From an optimization exercise on the open Yosys and OpenROAD flow, aimed at small area, a short achievable clock period and few clock cycles; shortcuts taken in it are not production practice.

==> flow/design.v (excerpt) <==
module booth_mul (clk, rst, start, multiplicand, multiplier, product, total_add_ops, total_sub_ops, done);
For scale: about 1600 cells after synthesis, ~150 flip-flops.
==> module booth, before the edit <==
module booth (clk, rst, start, multiplicand, multiplier, product, total_add_ops, total_sub_ops, done);
    input clk;
    input rst;
    input start;
    input [31:0] multiplicand;
    input [31:0] multiplier;
    output [63:0] product;
    output [4:0] total_add_ops;
    output [4:0] total_sub_ops;
    output reg done;
    reg [31:0] a_r;
    reg [31:0] b_r;
    reg        swap;       
    reg [7:0]  sel;        
    reg        busy;
    reg [63:0] p;
    reg [5:0]  t;          
    function [7:0] groups_needed;
        input [31:0] v;
        reg [30:0] d;
        integer j;
        begin
            d = v[31:1] ^ v[30:0];    
            groups_needed[0] = 1'b1;
            for (j = 1; j < 8; j = j + 1)
                groups_needed[j] = |(d & ~((31'd1 << (4*j-1)) - 31'd1));
        end
    endfunction
    wire [7:0] need_a = groups_needed(multiplicand);
    wire [7:0] need_b = groups_needed(multiplier);
    wire [7:0] need   = need_a & need_b;
    wire       swap_in = |(need_b & ~need_a);
    wire [7:0] top    = need & ~{1'b0, need[7:1]};
    wire [31:0] x = swap ? b_r : a_r;
    wire [31:0] y = swap ? a_r : b_r;
    wire [32:0] yx = {y, 1'b0};
    reg  [4:0]  win;
    integer k;
    always @(*) begin
        win = 5'd0;
        for (k = 0; k < 8; k = k + 1)
            win = win | ({5{sel[k]}} & yx[4*k +: 5]);
    end
    wire one_l = win[1] ^ win[0];
    wire two_l = (win[2] & ~win[1] & ~win[0]) | (~win[2] & win[1] & win[0]);
    wire neg_l = win[2];
    wire one_h = win[3] ^ win[2];
    wire two_h = (win[4] & ~win[3] & ~win[2]) | (~win[4] & win[3] & win[2]);
    wire neg_h = win[4];
    wire [32:0] xs = {x[31], x};
    wire [32:0] xd = {x, 1'b0};
    wire [32:0] l = (({33{one_l}} & xs) | ({33{two_l}} & xd)) ^ {33{neg_l}};
    wire [32:0] h = (({33{one_h}} & xs) | ({33{two_h}} & xd)) ^ {33{neg_h}};
    wire [35:0] v1 = {p[31:0], 1'b0, neg_h, 1'b0, neg_l};
    wire [35:0] v2 = {1'b1, ~l[32], l[32], l[32], l[31:0]};
    wire [35:0] v3 = {1'b0, ~h[32], h[31:0], 2'b00};
    wire [35:0] cs_s = v1 ^ v2 ^ v3;
    wire [35:0] cs_c = (v1 & v2) | (v1 & v3) | (v2 & v3);
    wire [37:0] lo = {2'b00, cs_s} + {1'b0, cs_c, 1'b0};
    wire        inc = lo[37];
    wire        dec = ~lo[37] & ~lo[36];
    wire [27:0] hp = p[59:32];
    reg  [27:0] hi;
    reg         ones, zeros;
    integer m;
    always @(*) begin
        ones = 1'b1;
        zeros = 1'b1;
        for (m = 0; m < 28; m = m + 1) begin
            hi[m] = hp[m] ^ ((inc & ones) | (dec & zeros));
            ones = ones & hp[m];
            zeros = zeros & ~hp[m];
        end
    end
    wire [31:0] tr = b_r ^ {b_r[30:0], 1'b0};
    reg  [5:0]  tcount;
    integer q;
    always @(*) begin
        tcount = 6'd0;
        for (q = 0; q < 32; q = q + 1)
            tcount = tcount + {5'd0, tr[q]};
    end
    always @(posedge clk) begin
        if (start) begin
            a_r <= multiplicand;
            b_r <= multiplier;
            swap <= swap_in;
            sel <= top;
        end else if (busy) begin
            sel <= {1'b0, sel[7:1]};
        end
        if (start)
            p <= 64'd0;
        else if (busy)
            p <= {hi, lo[35:0]};
        if (busy)
            t <= tcount;
        if (rst) begin
            busy <= 1'b0;
            done <= 1'b0;
        end else if (start) begin
            busy <= 1'b1;
            done <= 1'b0;
        end else if (busy && sel[0]) begin
            busy <= 1'b0;
            done <= 1'b1;
        end
    end
    assign product = p;
    assign total_add_ops = t[5:1];
    assign total_sub_ops = t[5:1] + {4'd0, t[0]};
endmodule
==> flow/config.mk <==
export PLATFORM = sky130hd
export DESIGN_NAME = booth_mul
export DESIGN_NICKNAME = booth_mul
export VERILOG_FILES = /design/flow/design.v
export SDC_FILE = /design/flow/constraint.sdc
export NUM_CORES = 4
export LEC_CHECK = 0
export ABC_CLOCK_PERIOD_IN_PS = 3000
export CAP_MARGIN = 20
export CORE_MARGIN = 2
export CORE_UTILIZATION = 40
export PLACE_DENSITY = 0.6
export SETUP_SLACK_MARGIN = 5
export SLEW_MARGIN = 20
==> flow/constraint.sdc <==
create_clock -name core_clock -period 8.0 [get_ports {clk}]
set_input_delay 1.6000 -clock core_clock [delete_from_list [all_inputs] [get_ports {clk}]]
set_output_delay 1.6000 -clock core_clock [all_outputs]
set_load 0.01 [all_outputs]
run.sh (not shown) runs the stock make flow with config.mk's settings and CLKGATE_MAP_FILE= SYNTH_SCRIPT=/design/flow/synth_recipe.tcl, a recipe that flattens the netlist after the stock synthesis.
Then changed:
--- a/flow/design.v
+++ b/flow/design.v
@@ -52,13 +52,11 @@
     wire [32:0] l = (({33{one_l}} & xs) | ({33{two_l}} & xd)) ^ {33{neg_l}};
     wire [32:0] h = (({33{one_h}} & xs) | ({33{two_h}} & xd)) ^ {33{neg_h}};
     wire [35:0] v1 = {p[31:0], 1'b0, neg_h, 1'b0, neg_l};
     wire [35:0] v2 = {1'b1, ~l[32], l[32], l[32], l[31:0]};
     wire [35:0] v3 = {1'b0, ~h[32], h[31:0], 2'b00};
-    wire [35:0] cs_s = v1 ^ v2 ^ v3;
-    wire [35:0] cs_c = (v1 & v2) | (v1 & v3) | (v2 & v3);
-    wire [37:0] lo = {2'b00, cs_s} + {1'b0, cs_c, 1'b0};
+    wire [37:0] lo = {2'b00, v1} + {2'b00, v2} + {2'b00, v3};
     wire        inc = lo[37];
     wire        dec = ~lo[37] & ~lo[36];
     wire [27:0] hp = p[59:32];
     reg  [27:0] hi;
     reg         ones, zeros;
After rerunning: The new run finished clean. Routed wire length drops by 0.84%. Setup slack got worse by 1.7 ns. Count of clock-buffer cells in the layout is unchanged. Design area fell by 4.5%.
No run of this note included a check of the RTL's function; only the layout flow was run.

==> what the ideal ports hide <==
The results above use ideal ports. As a check the final layouts listed here were re-extracted and re-timed, cells and wires unchanged.
Step 1 (the two cells are an assumption about what drives the block):
set clk [get_ports {clk}]
set_driving_cell -lib_cell sky130_fd_sc_hd__clkbuf_16 $clk
set_driving_cell -lib_cell sky130_fd_sc_hd__buf_2 [delete_from_list [all_inputs] $clk]
Step 2 also shifts input and output timing later by t, the mid clock arrival at the registers, as if the neighbouring blocks saw the same clock.
a / b / c = no drivers / after step 1 / after step 2; a / b = the first two.
run | t, ns | slack for setup (ns) | clock arrival spread, ns | cell pins on the clock port's net
the first run | 0.516 | 2.179 / 2.179 / 2.179 | 0.018 / 0.017 | 1
the second run | 0.514 | 0.449 / 0.449 / 0.449 | 0.019 / 0.018 | 1
After both steps every run listed still meets setup and hold.
